Context: an optimization exercise on an open-source flow, tuned for small area, a short achievable clock period and few clock cycles per item. The choices shown serve that exercise and are no tape-out recipe. RTL that was checked went through simulation tests only; none was proved equivalent to the original. The RTL of run 2 was laid out without a check of its function. No activity file was given, so power comes from the tool's default toggle rates.

### window_hamming.mem
0A3D
0A3F
0A42
0A48
0A50
0A5A
0A66
0A75
0A86
0A9A
0AAF
0AC7
0AE1
0AFE
0B1C
0B3D
0B60
0B86
0BAD
0BD7
0C03
0C31
0C62
0C94
0CC9
0D00
0D39
0D74
0DB2
0DF2
0E33
0E77
0EBD
0F05
0F50
0F9C
0FEA
103B
108D
10E2
1138
1191
11EB
1248
12A6
1307
1369
13CD
1433
149B
1505
1571
15DF
164E
16C0
1733
17A8
181E
1897
1911
198D
1A0A
1A89
1B0A
1B8D
1C11
1C96
1D1E
1DA6
1E31
1EBC
1F4A
1FD8
2069
20FA
218D
2222
22B7
234F
23E7
2481
251B
25B8
2655
26F4
2793
2834
28D6
2979
2A1E
2AC3
2B69
2C10
2CB8
2D62
2E0C
2EB7
2F62
300F
30BD
316B
321A
32CA
337A
342B
34DD
358F
3643
36F6
37AA
385F
3914
39CA
3A80
3B36
3BED
3CA5
3D5C
3E14
3ECC
3F85
403D
40F6
41AF
4268
4321
43DA
4494
454D
4606
46C0
4779
4832
48EB
49A4
4A5D
4B15
4BCD
4C85
4D3D
4DF5
4EAC
4F62
5019
50CE
5184
5239
52ED
53A1
5455
5507
55B9
566B
571C
57CC
587B
592A
59D8
5A85
5B31
5BDC
5C87
5D31
5DD9
5E81
5F28
5FCD
6072
6116
61B8
625A
62FA
6399
6437
64D4
6570
660A
66A3
673B
67D1
6866
68FA
698C
6A1D
6AAD
6B3B
6BC7
6C52
6CDC
6D64
6DEA
6E6F
6EF2
6F74
6FF4
7072
70EF
716A
71E3
725B
72D0
7344
73B7
7427
7496
7502
756D
75D6
763D
76A3
7706
7767
77C7
7824
7880
78D9
7931
7986
79DA
7A2B
7A7B
7AC8
7B13
7B5C
7BA3
7BE8
7C2B
7C6C
7CAA
7CE7
7D21
7D59
7D8F
7DC3
7DF4
7E24
7E51
7E7C
7EA4
7ECB
7EEF
7F11
7F31
7F4E
7F6A
7F83
7F99
7FAE
7FC0
7FD0
7FDE
7FE9
7FF2
7FF9
7FFD
7FFF
### run.sh
#!/bin/bash
# synth_recipe.tcl (not shown) runs the flow's synth.tcl, then flattens the netlist and writes it again
# the make line also repeats each setting of config.mk as NAME=value (left out here)
make -C /OpenROAD-flow-scripts/flow DESIGN_CONFIG=/design/flow/config.mk WORK_HOME=/design/flow/orfs CLKGATE_MAP_FILE= SYNTH_SCRIPT=/design/flow/synth_recipe.tcl finish
### config.mk
export PLATFORM = sky130hd
export DESIGN_NAME = window
export DESIGN_NICKNAME = window
export VERILOG_FILES = /design/flow/design.v
export SDC_FILE = /design/flow/constraint.sdc
export NUM_CORES = 4
export LEC_CHECK = 0
export CAP_MARGIN = 20
export CORE_MARGIN = 2
export CORE_UTILIZATION = 40
export PLACE_DENSITY = 0.6
export SLEW_MARGIN = 20
### constraint.sdc
create_clock -name core_clock -period 10.0 [get_ports {clk}]
set_input_delay 2.0000 -clock core_clock [delete_from_list [all_inputs] [get_ports {clk}]]
set_output_delay 2.0000 -clock core_clock [all_outputs]
set_load 0.01 [all_outputs]
### design.v
module window #(
    parameter Q_IN  = 15,
    parameter Q_COEFF = 15, 
    parameter Q_OUT = 15,
    parameter N     = 256
)(
    input wire clk,
    input wire reset,
    input wire valid_in,
    input wire valid_packet,
    input wire signed [Q_IN:0] data_in,
    output reg valid_request,
    output reg valid_out,
    output reg signed [Q_OUT:0] data_out_0,
    output reg signed [Q_OUT:0] data_out_1
);
    localparam INIT =    3'b000;
    localparam WAITING = 3'b001;
    localparam REQUEST = 3'b010;
    localparam COMPUTE = 3'b011;
    localparam SEND =    3'b100;
    localparam DONE =    3'b101;
    reg [2:0] state;
    reg signed [Q_COEFF:0] window_coeff [0:N-1];
    reg signed [Q_IN:0] data ;
    reg signed [Q_IN + Q_COEFF + 1:0] tmp_0 ;
    reg signed [Q_IN + Q_COEFF + 1:0] tmp_1 ;
    reg [7:0] counter;
    reg [1:0] flag;
    initial begin
        $readmemh("window_hamming.mem", window_coeff);
    end
    always @(posedge clk)
    begin
        if (reset) begin
            state     <= INIT;
            valid_out <= 1'b0;
            data_out_0  <= '0;
            data_out_1  <= '0;
            counter   <= 0;
            data      <= '0;
            valid_request <= 1'b0;
            tmp_0       <= '0;
            tmp_1       <= '0;
            flag      <= 1'b0;
        end
        else begin
            case (state)
                INIT: begin
                    state <= WAITING;
                end
                WAITING: begin
                    valid_out <= 1'b0;
                    if (valid_packet) begin
                        counter <= 0;
                        state <= REQUEST;
                        valid_request <= 1'b1;
                    end
                end
                REQUEST: begin
                    valid_out <= 1'b0;
                    valid_request <= 1'b1;
                    if (valid_in) begin
                        state <= COMPUTE;
                        data <= data_in;
                        valid_request <= 1'b0;
                    end
                end
                COMPUTE: begin
                    valid_request <= 1'b0;
                    if (flag == 0) begin
                        tmp_0 <= (data * window_coeff[counter]);
                        flag <= 1'b1;
                    end
                    else begin
                        tmp_1 <= (data * window_coeff[N - counter - 1]);
                        flag <= 1'b0;
                        state <= SEND;
                    end
                end
                SEND: begin
                    valid_out <= 1'b1;
                    data_out_0 <= (tmp_0 >>> Q_COEFF);
                    data_out_1 <= (tmp_1 >>> Q_COEFF);
                    if (counter == N-1) begin
                        state <= DONE;
                    end
                    else begin
                        counter <= counter + 1;
                        state <= REQUEST;
                        valid_request <= 1'b1;
                    end
                end
                DONE: begin
                    valid_out <= 1'b0;
                    state <= WAITING;
                end
            endcase
        end
    end
endmodule
==> results of run 1 <==
stage by stage:
| step | total power [mW] | setup WS [ps] |
|---|---|---|
| global route | 1.58 | 152 |
| finish | 1.46 | 640 |
| global placement | 1.10 | 668 |
| detailed placement | 1.10 | 669 |
| CTS | 1.48 | 605 |
| floorplan | 0.945 | 818 |
Yosys cell counts, types with 54 or more instances:
cell type,n
sky130_fd_sc_hd__a21oi_1,291
sky130_fd_sc_hd__and2_1,215
sky130_fd_sc_hd__clkbuf_1,220
sky130_fd_sc_hd__dfxtp_1,109
sky130_fd_sc_hd__fa_1,480
sky130_fd_sc_hd__ha_1,189
sky130_fd_sc_hd__inv_1,578
sky130_fd_sc_hd__nand2_1,583
sky130_fd_sc_hd__nand3_1,75
sky130_fd_sc_hd__nor2_1,164
sky130_fd_sc_hd__nor2b_1,54
sky130_fd_sc_hd__nor3_1,55
sky130_fd_sc_hd__o21ai_0,195
cell type report:
type | count | area, um^2 | share of cell area
sequential | 109 | 2190 | 0.0690
clock inverter | 5 | 36.3 | 0.00114
timing repair buffer | 157 | 1330 | 0.0420
clock buffer | 10 | 229 | 0.00721
inverter | 586 | 2200 | 0.0693
multi-input combinational | 2917 | 24600 | 0.773
tap | 969 | 1210 | 0.0382
routing by layer:
metal | track usage | vias up | routed length [um]
li1 | - | 12600 | -
met1 | 0.381 | 13900 | 44700
met2 | 0.434 | 1596 | 47500
met3 | 0.0482 | 367 | 10200
met4 | 0.126 | 0 | 5510
met5 | 0 | - | 0
critical path, delay by kind of cell (launching register included):
family / cells / cell delay, ps
adder cells (fa/ha/maj): 8 / 3650
AO/OA/AOI/OAI: 14 / 3340
multiplexers: 1 / 670
buffers and inverters: 6 / 610
AND/OR/NAND/NOR: 3 / 530
flip-flops: 1 / 400
final timing paths:
path / from / end / slack [ps] / cells past startpoint
worst max-delay path: counter[1] / tmp_1[29] / 640 / 32
worst min-delay path: data_out_0[10] / data_out_0[10] / 460 / 2
worst max register to register: counter[1] / tmp_1[29] / 640 / 32
worst min register to register: data_out_0[10] / data_out_0[10] / 460 / 2
cells by family after synthesis:
kind of cell / after synthesis / synth area share
simple gates: 1257 / 0.195
compound gates: 921 / 0.197
buf+inv: 893 / 0.113
fa+ha+maj: 669 / 0.397
flops: 109 / 0.0724
xor+xnor: 52 / 0.0151
mux: 18 / 0.00943
power by group:
part | internal [mW] | total, mW | switching [mW]
Combinational | 0.262 | 0.650 | 0.388
Sequential | 0.438 | 0.446 | 0.00782
Clock | 0.168 | 0.360 | 0.192
Total | 0.868 | 1.46 | 0.588
timing repair:
action                                  in CTS  in global routing
buffers inserted                             0                  0
resized for setup                            0                  1
endpoints found under the setup margin       0                  1
==> results.txt, run 1 <==
# TYPE chip_impl_metric gauge
chip_impl_info{name="netlist_top_cells_area",value="sky130_fd_sc_hd__fa_1 (32%), sky130_fd_sc_hd__ha_1 (7.8%), sky130_fd_sc_hd__nand2_1 (7.3%)"} 1
chip_impl_metric{name="grt_max_degree",unit=""} 151
chip_impl_metric{name="yosys_register_bits",unit=""} 109
chip_impl_metric{name="max-cap-violations",unit=""} 0
chip_impl_metric{name="synth-seq-area-share",unit=""} 0.0724
chip_impl_metric{name="yosys.area.top_type_share",unit=""} 0.319
chip_impl_metric{name="route.antenna.remaining_nets",unit=""} 0
chip_impl_metric{name="vdd.ir_drop.worst",unit="uV"} 92.9
chip_impl_metric{name="timing.critical_path.fanout_max",unit=""} 19
chip_impl_info{name="layout.cells.most_common",value="sky130_fd_sc_hd__nand2_1"} 1
chip_impl_metric{name="final_core_util",unit=""} 0.427
chip_impl_metric{name="postSynthCellCount",unit=""} 3919
chip_impl_metric{name="n_antenna_cell",unit=""} 0
chip_impl_metric{name="period_needed",unit="ps"} 9360
chip_impl_metric{name="clkLatencyLatePin",unit="ps"} 410
chip_impl_metric{name="placementRows",unit=""} 100
chip_impl_metric{name="worstMarginPinSlew",unit="ps"} 1130
chip_impl_metric{name="grt_usage",unit=""} 0.280
chip_impl_metric{name="synth.yosys.warnings",unit=""} 1
chip_impl_info{name="worst_path_max_delay_cell",value="sky130_fd_sc_hd__mux4_2"} 1
chip_impl_metric{name="io-pin-count",unit=""} 54
chip_impl_metric{name="die-width",unit="um"} 278
chip_impl_metric{name="clkTransAtPathRegs",unit="ps"} 90
chip_impl_metric{name="gp_congestion",unit=""} 1.03
chip_impl_metric{name="numPlacedInstances",unit=""} 4738
chip_impl_metric{name="synthesis.nets",unit=""} 4608
chip_impl_metric{name="vias_per_cell",unit=""} 5.99
chip_impl_metric{name="power_leakage",unit="nW"} 13.6
chip_impl_metric{name="post_synth_instance_area",unit="um^2"} 30100
chip_impl_metric{name="pwr_cell_area",unit="nW/um^2"} 45.8
chip_impl_metric{name="layout.cells.non_filler",unit=""} 4753
chip_impl_metric{name="first_global_vias",unit=""} 28700
chip_impl_info{name="worst-setup-path-type",value="reg -> reg"} 1
chip_impl_metric{name="drt-initial-drc-count",unit=""} 3337
chip_impl_metric{name="cts_hold_repair.buffers",unit=""} 0
chip_impl_metric{name="async_set_or_reset_flop_fraction_in_the_synthesized_netlist",unit=""} 0
chip_impl_info{name="clock_tree.root_cell",value="sky130_fd_sc_hd__clkbuf_16"} 1
chip_impl_info{name="setup.worst_path.end_class",value="register"} 1
chip_impl_metric{name="area_growth",unit="%"} 5.41
chip_impl_info{name="final_cell_mix",value="sky130_fd_sc_hd__nand2_1 (581), sky130_fd_sc_hd__inv_1 (576), sky130_fd_sc_hd__fa_1 (480)"} 1
chip_impl_metric{name="layout_worst_path_cycle_share",unit=""} 0.936
chip_impl_metric{name="drt_first_pass_iters",unit=""} 7
chip_impl_metric{name="die-height",unit="um"} 278
chip_impl_metric{name="dp.final_hpwl",unit="um"} 79500
chip_impl_metric{name="worst_max_slew_margin_expressed_relative_to_the_limit",unit=""} 0.247
chip_impl_metric{name="synth_edf_count",unit=""} 0
chip_impl_metric{name="floorplan.die_area",unit="um^2"} 77500
chip_impl_metric{name="drt-wirelength-per-cell",unit="um"} 22.7
chip_impl_metric{name="setup_viol",unit=""} 0
chip_impl_metric{name="layout.filler_cells",unit=""} 7678
chip_impl_metric{name="total_negative_setup_slack",unit="ps"} 0
chip_impl_info{name="status",value="timing/DRC/antenna clean"} 1
chip_impl_info{name="hold_path.class",value="reg -> reg"} 1
chip_impl_metric{name="hold_violations",unit=""} 0
chip_impl_info{name="grt_setup_unrepaired",value="no"} 1
chip_impl_metric{name="count_of_different_cell_masters_after_synthesis",unit=""} 86
chip_impl_metric{name="numPortBuffers",unit=""} 53
chip_impl_metric{name="wl",unit="um"} 108000
chip_impl_metric{name="standard_cell_core_area",unit="um^2"} 74400
chip_impl_metric{name="crit_arrival",unit="ps"} 9600
chip_impl_metric{name="critPathMaxStageDelay",unit="ps"} 670
chip_impl_metric{name="drive_above_1_share",unit=""} 0.0433
chip_impl_metric{name="h_tree_depth",unit=""} 3
chip_impl_metric{name="clk_path_buf_depth",unit=""} 2
chip_impl_info{name="tritoncts",value="yes"} 1
chip_impl_info{name="critPathMostFrequentCell",value="sky130_fd_sc_hd__fa_1"} 1
chip_impl_metric{name="final_max_slew_viol_count",unit=""} 0
chip_impl_metric{name="numClockSinks",unit=""} 109
chip_impl_metric{name="wire_length_of_the_first_global_routing_pass",unit="um"} 170000
chip_impl_metric{name="clock_skew",unit="ps"} 20.5
chip_impl_metric{name="fmax",unit="MHz"} 107
chip_impl_metric{name="antenna_found_initial",unit=""} 0
chip_impl_metric{name="critPathRequiredTime",unit="ps"} 10240
chip_impl_metric{name="finalInstanceArea",unit="um^2"} 31800
chip_impl_info{name="synth-main-ff-cell",value="sky130_fd_sc_hd__dfxtp_1"} 1
chip_impl_metric{name="finalNetCount",unit=""} 4469
chip_impl_metric{name="initial_utilization",unit=""} 0.405
chip_impl_metric{name="syn_avg_cell_area",unit="um^2"} 7.69
chip_impl_metric{name="detailroute.via_count",unit=""} 28500
chip_impl_metric{name="numCtsBuffers",unit=""} 9
chip_impl_info{name="critical_path.startpoint_type",value="register"} 1
chip_impl_metric{name="drc",unit=""} 0
chip_impl_info{name="yosysTopAreaCell",value="sky130_fd_sc_hd__fa_1"} 1
chip_impl_metric{name="dpl_cell_area",unit="um^2"} 31500
chip_impl_metric{name="whs",unit="ps"} 457
chip_impl_metric{name="overflow_after_grt",unit=""} 0
Testbench counts, summed over its fixed seeds: cycles 32,824, items 8,192.
==> inputs of run 2 (changes only) <==
==> design.v (replaced) <==
module window #(
    parameter Q_IN  = 15,
    parameter Q_COEFF = 15,
    parameter Q_OUT = 15,
    parameter N     = 256
)(
    input wire clk,
    input wire reset,
    input wire valid_in,
    input wire valid_packet,
    input wire signed [Q_IN:0] data_in,
    output reg valid_request,
    output reg valid_out,
    output reg signed [Q_OUT:0] data_out_0,
    output reg signed [Q_OUT:0] data_out_1
);
    reg signed [Q_COEFF:0] window_coeff [0:N-1];
    initial begin
        $readmemh("window_hamming.mem", window_coeff);
    end
    reg [7:0] counter;
    reg signed [Q_IN:0] data;
    reg signed [Q_COEFF:0] coeff_0;
    reg signed [Q_COEFF:0] coeff_1;
    reg valid_data;
    wire accept = valid_request & valid_in;
    wire signed [Q_IN + Q_COEFF + 1:0] prod_0 = data * coeff_0;
    wire signed [Q_IN + Q_COEFF + 1:0] prod_1 = data * coeff_1;
    always @(posedge clk) begin
        data    <= data_in;
        coeff_0 <= window_coeff[counter];
        coeff_1 <= window_coeff[~counter];
        data_out_0 <= prod_0[Q_IN + Q_COEFF:Q_COEFF];
        data_out_1 <= prod_1[Q_IN + Q_COEFF:Q_COEFF];
        if (reset) begin
            valid_request <= 1'b0;
            valid_data    <= 1'b0;
            valid_out     <= 1'b0;
            counter       <= 8'd0;
        end else begin
            valid_data <= accept;
            valid_out  <= valid_data;
            if (accept) begin
                counter <= counter + 8'd1;
                if (counter == N-1)
                    valid_request <= 1'b0;
            end else if (!valid_request && valid_packet) begin
                valid_request <= 1'b1;
            end
        end
    end
endmodule
==> results.txt, run 2 <==
# TYPE chip_impl_metric gauge
chip_impl_info{name="status",value="timing/DRC/antenna clean"} 1
chip_impl_info{name="tritoncts",value="yes"} 1
chip_impl_metric{name="post_synth_instance_area",unit="um^2"} 26900
chip_impl_metric{name="area_growth",unit="%"} 4.67
chip_impl_info{name="hold-path-endpoint",value="valid_out"} 1
chip_impl_metric{name="share_of_the_synthesized_area_in_compound_gates_ao_oa_aoi_oai",unit=""} 0.164
chip_impl_metric{name="drc",unit=""} 0
chip_impl_metric{name="h_tree_depth",unit=""} 3
chip_impl_metric{name="cts_hold_repair.buffers",unit=""} 0
chip_impl_metric{name="final_max_slew_viol_count",unit=""} 0
chip_impl_metric{name="yosys_register_bits",unit=""} 89
chip_impl_info{name="worst-setup-path-type",value="reg -> reg"} 1
chip_impl_metric{name="post_cts.repair.setup_buffers",unit=""} 0
chip_impl_metric{name="setup_viol",unit=""} 0
chip_impl_metric{name="antenna_found_initial",unit=""} 5
chip_impl_metric{name="layout.filler_cells",unit=""} 6922
chip_impl_metric{name="gp_congestion",unit=""} 1.06
chip_impl_metric{name="max-cap-violations",unit=""} 0
chip_impl_info{name="main_combinational_cell_family_by_area_after_synthesis",value="adder cells"} 1
chip_impl_metric{name="setup.reg_to_reg.worst_slack",unit="ps"} 3450
chip_impl_metric{name="pwr_cell_area",unit="nW/um^2"} 375
chip_impl_info{name="final_cell_mix",value="sky130_fd_sc_hd__inv_1 (552), sky130_fd_sc_hd__fa_1 (480), sky130_fd_sc_hd__nand2_1 (425)"} 1
chip_impl_metric{name="initial_utilization",unit=""} 0.403
chip_impl_metric{name="drt_first_pass_iters",unit=""} 6
chip_impl_metric{name="synthesis.nets",unit=""} 4030
chip_impl_metric{name="grt_usage",unit=""} 0.287
chip_impl_info{name="worst_hold_startpoint",value="valid_data"} 1
chip_impl_info{name="netlist_top_cells_area",value="sky130_fd_sc_hd__fa_1 (36%), sky130_fd_sc_hd__ha_1 (8.2%), sky130_fd_sc_hd__inv_1 (7.7%)"} 1
chip_impl_metric{name="drive_above_1_share",unit=""} 0.0356
chip_impl_metric{name="placementRows",unit=""} 95
chip_impl_metric{name="standard_cell_core_area",unit="um^2"} 66900
chip_impl_info{name="yosysTopAreaCell",value="sky130_fd_sc_hd__fa_1"} 1
chip_impl_metric{name="final_core_util",unit=""} 0.422
chip_impl_metric{name="vias_per_cell",unit=""} 5.97
chip_impl_info{name="hold_path.class",value="reg -> reg"} 1
chip_impl_info{name="startpoint",value="coeff_1[1]"} 1
chip_impl_metric{name="detailroute.via_count",unit=""} 24500
chip_impl_metric{name="total_negative_setup_slack",unit="ps"} 0
chip_impl_metric{name="floorplan.die_area",unit="um^2"} 69500
chip_impl_metric{name="yosys.area.top_type_share",unit=""} 0.357
chip_impl_metric{name="fmax",unit="MHz"} 153
chip_impl_metric{name="die-width",unit="um"} 264
chip_impl_metric{name="syn_avg_cell_area",unit="um^2"} 8.04
chip_impl_metric{name="clock_skew",unit="ps"} 20.5
chip_impl_metric{name="crit_arrival",unit="ps"} 6830
chip_impl_metric{name="multi_input_logic_area",unit="um^2"} 22000
chip_impl_metric{name="layout_worst_path_cycle_share",unit=""} 0.655
chip_impl_metric{name="numPortBuffers",unit=""} 53
chip_impl_info{name="clock_tree.root_cell",value="sky130_fd_sc_hd__clkbuf_16"} 1
chip_impl_info{name="setup.worst_path.end_class",value="register"} 1
chip_impl_metric{name="wire_length_of_the_first_global_routing_pass",unit="um"} 152000
chip_impl_metric{name="dp.final_hpwl",unit="um"} 71200
chip_impl_metric{name="postcts_resize_cnt",unit=""} 0
chip_impl_metric{name="io-pin-count",unit=""} 54
chip_impl_metric{name="hold_violations",unit=""} 0
chip_impl_metric{name="critPathRequiredTime",unit="ps"} 10280
chip_impl_metric{name="overflow_after_grt",unit=""} 0
chip_impl_metric{name="seq_area",unit="um^2"} 1800
chip_impl_info{name="synth-main-ff-cell",value="sky130_fd_sc_hd__dfxtp_1"} 1
chip_impl_metric{name="synth_edf_count",unit=""} 0
chip_impl_info{name="netlist_top_cells_count",value="sky130_fd_sc_hd__inv_1 (552), sky130_fd_sc_hd__fa_1 (480), sky130_fd_sc_hd__nand2_1 (425)"} 1
chip_impl_metric{name="first_global_vias",unit=""} 24600
chip_impl_metric{name="numClockSinks",unit=""} 89
chip_impl_metric{name="synthAdderAreaFrac",unit=""} 0.438
chip_impl_metric{name="period_needed",unit="ps"} 6550
chip_impl_metric{name="wl",unit="um"} 98600
chip_impl_metric{name="synth-seq-area-share",unit=""} 0.0661
chip_impl_metric{name="synth.area.mux_share",unit=""} 0.0110
chip_impl_metric{name="design_power_total",unit="mW"} 10.6
chip_impl_metric{name="post_synth_and_or_nand_nor_area_fraction",unit=""} 0.184
chip_impl_metric{name="vdd.ir_drop.worst",unit="uV"} 742
chip_impl_metric{name="clkLatencyLatePin",unit="ps"} 400
chip_impl_metric{name="timing.critical_path.fanout_max",unit=""} 15
chip_impl_metric{name="clkTransAtPathRegs",unit="ps"} 70
chip_impl_metric{name="synth.yosys.warnings",unit=""} 1
chip_impl_info{name="crit-reg2reg-launch",value="coeff_1[1]"} 1
chip_impl_info{name="layout.cells.most_common",value="sky130_fd_sc_hd__inv_1"} 1
chip_impl_info{name="regToRegEndpoint",value="data_out_1[14]"} 1
chip_impl_metric{name="worstRegToRegCells",unit=""} 19
chip_impl_info{name="grt_setup_unrepaired",value="no"} 1
chip_impl_metric{name="numCtsBuffers",unit=""} 9
chip_impl_info{name="critical_path.startpoint_type",value="register"} 1
chip_impl_metric{name="worst_max_slew_margin_expressed_relative_to_the_limit",unit=""} 0.175
chip_impl_metric{name="drt-wirelength-per-cell",unit="um"} 24.0
chip_impl_metric{name="finalNetCount",unit=""} 3900
chip_impl_info{name="largestRegisters",value="data x16, data_out_0 x16, data_out_1 x16"} 1
chip_impl_metric{name="power_leakage",unit="nW"} 13.1
chip_impl_metric{name="postSynthCellCount",unit=""} 3354
chip_impl_metric{name="worstMarginPinSlew",unit="ps"} 1240
chip_impl_metric{name="post_synth_xor_area_fraction",unit=""} 0.0175
chip_impl_metric{name="grt_max_degree",unit=""} 169
chip_impl_metric{name="count_of_different_cell_masters_after_synthesis",unit=""} 84
chip_impl_metric{name="async_set_or_reset_flop_fraction_in_the_synthesized_netlist",unit=""} 0
chip_impl_info{name="yosysMostFrequentCell",value="sky130_fd_sc_hd__inv_1"} 1
chip_impl_metric{name="hold_path_depth",unit=""} 1
chip_impl_metric{name="drt-initial-drc-count",unit=""} 3024
chip_impl_metric{name="route.antenna.remaining_nets",unit=""} 0
chip_impl_metric{name="clk_path_buf_depth",unit=""} 2
chip_impl_metric{name="die-height",unit="um"} 264
[run 2: changes by cell type in the layout (fill, tap and decap cells not counted), sizes merged, moves of 14 or more]
cell / before / now
nand2: 583 / 430
a21oi: 291 / 184
buf: 105 / 53
nor2b: 54 / 20
and2: 215 / 246
inv: 584 / 555
nand3: 75 / 53
a21o: 29 / 8
dfxtp: 109 / 89
o21ai: 200 / 185
a221oi: 24 / 10
nand4: 22 / 8
[run 2: cells by family (layout without fill, tap and decap cells)]
logic type,count (synthesis),in the layout
AOI/OAI and AO/OA,693,693
xor gates and xnor gates,54,54
adders and majority gates,656,656
buffers and inverters,805,680
DFF,89,89
muxes,17,17
other,0,5
and+or+nand+nor,1040,1040
[run 2: metrics by stage]
step,worst slack [ps],area (um^2),hold WS (ps),cells
2_1_floorplan,3660,26900,414,3354
3_3_place_gp,3540,27900,428,4086
3_5_place_dp,3430,27900,427,4086
4_1_cts,3410,28200,450,4102
5_1_grt,3040,28200,462,4102
6_report,3450,28200,442,4107
[run 2: area by class of cell]
| type | count | area share |
|---|---|---|
| Clock buffer | 12 | 0.00909 |
| Inverter | 558 | 0.0743 |
| Antenna cell | 5 | 0.000444 |
| Multi-Input combinational cell | 2460 | 0.779 |
| Timing Repair Buffer | 106 | 0.0334 |
| Clock inverter | 4 | 0.00182 |
| Tap cell | 873 | 0.0387 |
| Sequential cell | 89 | 0.0637 |
[run 2: worst max-delay path by stage]
stage / to / depth (start not counted) / slack, ps
2_1_floorplan: data_out_1[14] / 21 / 3660
5_1_grt: data_out_0[13] / 17 / 3040
6_report: data_out_1[14] / 19 / 3450
3_3_place_gp: data_out_1[14] / 19 / 3540
3_5_place_dp: data_out_1[14] / 19 / 3430
4_1_cts: data_out_1[14] / 19 / 3410
[run 2: per-layer routing]
metal,up-vias,part of all wire,global-route usage
met2,1394,0.44,0.433
met5,-,0.00044,0
met4,6,0.065,0.164
li1,10600,-,-
met1,12200,0.40,0.378
met3,387,0.097,0.0669
[run 2: power breakdown]
group / switching [mW] / total (mW) / internal, mW
logic: 5.21 / 9.55 / 4.34
registers: 0.0306 / 0.638 / 0.608
clock network: 0.182 / 0.390 / 0.208
[run 2: worst max-delay path, cell delays in order (launching register included)]
cell	delay (ps)
sky130_fd_sc_hd__dfxtp_1	710
sky130_fd_sc_hd__nand2_1	250
sky130_fd_sc_hd__fa_1	640
sky130_fd_sc_hd__fa_1	560
sky130_fd_sc_hd__inv_1	290
sky130_fd_sc_hd__fa_1	500
sky130_fd_sc_hd__fa_1	500
sky130_fd_sc_hd__fa_1	480
sky130_fd_sc_hd__inv_1	50
sky130_fd_sc_hd__fa_1	470
sky130_fd_sc_hd__inv_1	40
sky130_fd_sc_hd__ha_1	320
sky130_fd_sc_hd__o21a_1	200
sky130_fd_sc_hd__or2_0	210
sky130_fd_sc_hd__a31o_1	220
sky130_fd_sc_hd__a21oi_2	190
sky130_fd_sc_hd__a21oi_2	100
sky130_fd_sc_hd__or3_4	380
sky130_fd_sc_hd__a21o_1	190
sky130_fd_sc_hd__xor2_1	130

==> what the ideal ports hide <==
The results above use ideal ports. As a check the final layouts listed here were re-extracted and re-timed, cells and wires unchanged. Step 1 assumes that a clkbuf_16 drives the clock port and a buf_2 every other input. Step 2 moves the port delays by t, midway between the first and last clock arrival at a register: inputs arrive t later, outputs are due t later. That takes back most of the time a late clock gives input paths. Slacks: ideal / step 1 / step 2; pairs: ideal / step 1.
run | t (ns) | setup slack, ns | hold WS [ns] | worst setup path at the end | worst data-port slew with drivers (ns)
run 1 | 0.451 | 0.640 / 0.639 / 0.639 | 0.457 / 0.457 / 0.457 | register to register | 0.05
run 2 | 0.461 | 3.446 / 3.446 / 3.446 | 0.442 / 0.442 / 0.442 | register to register | 0.10
After both steps every run listed still meets setup and hold. The setup slack of run 1, which loses most, moves by -0.001 ns with the drivers and by -0.001 ns with both steps.
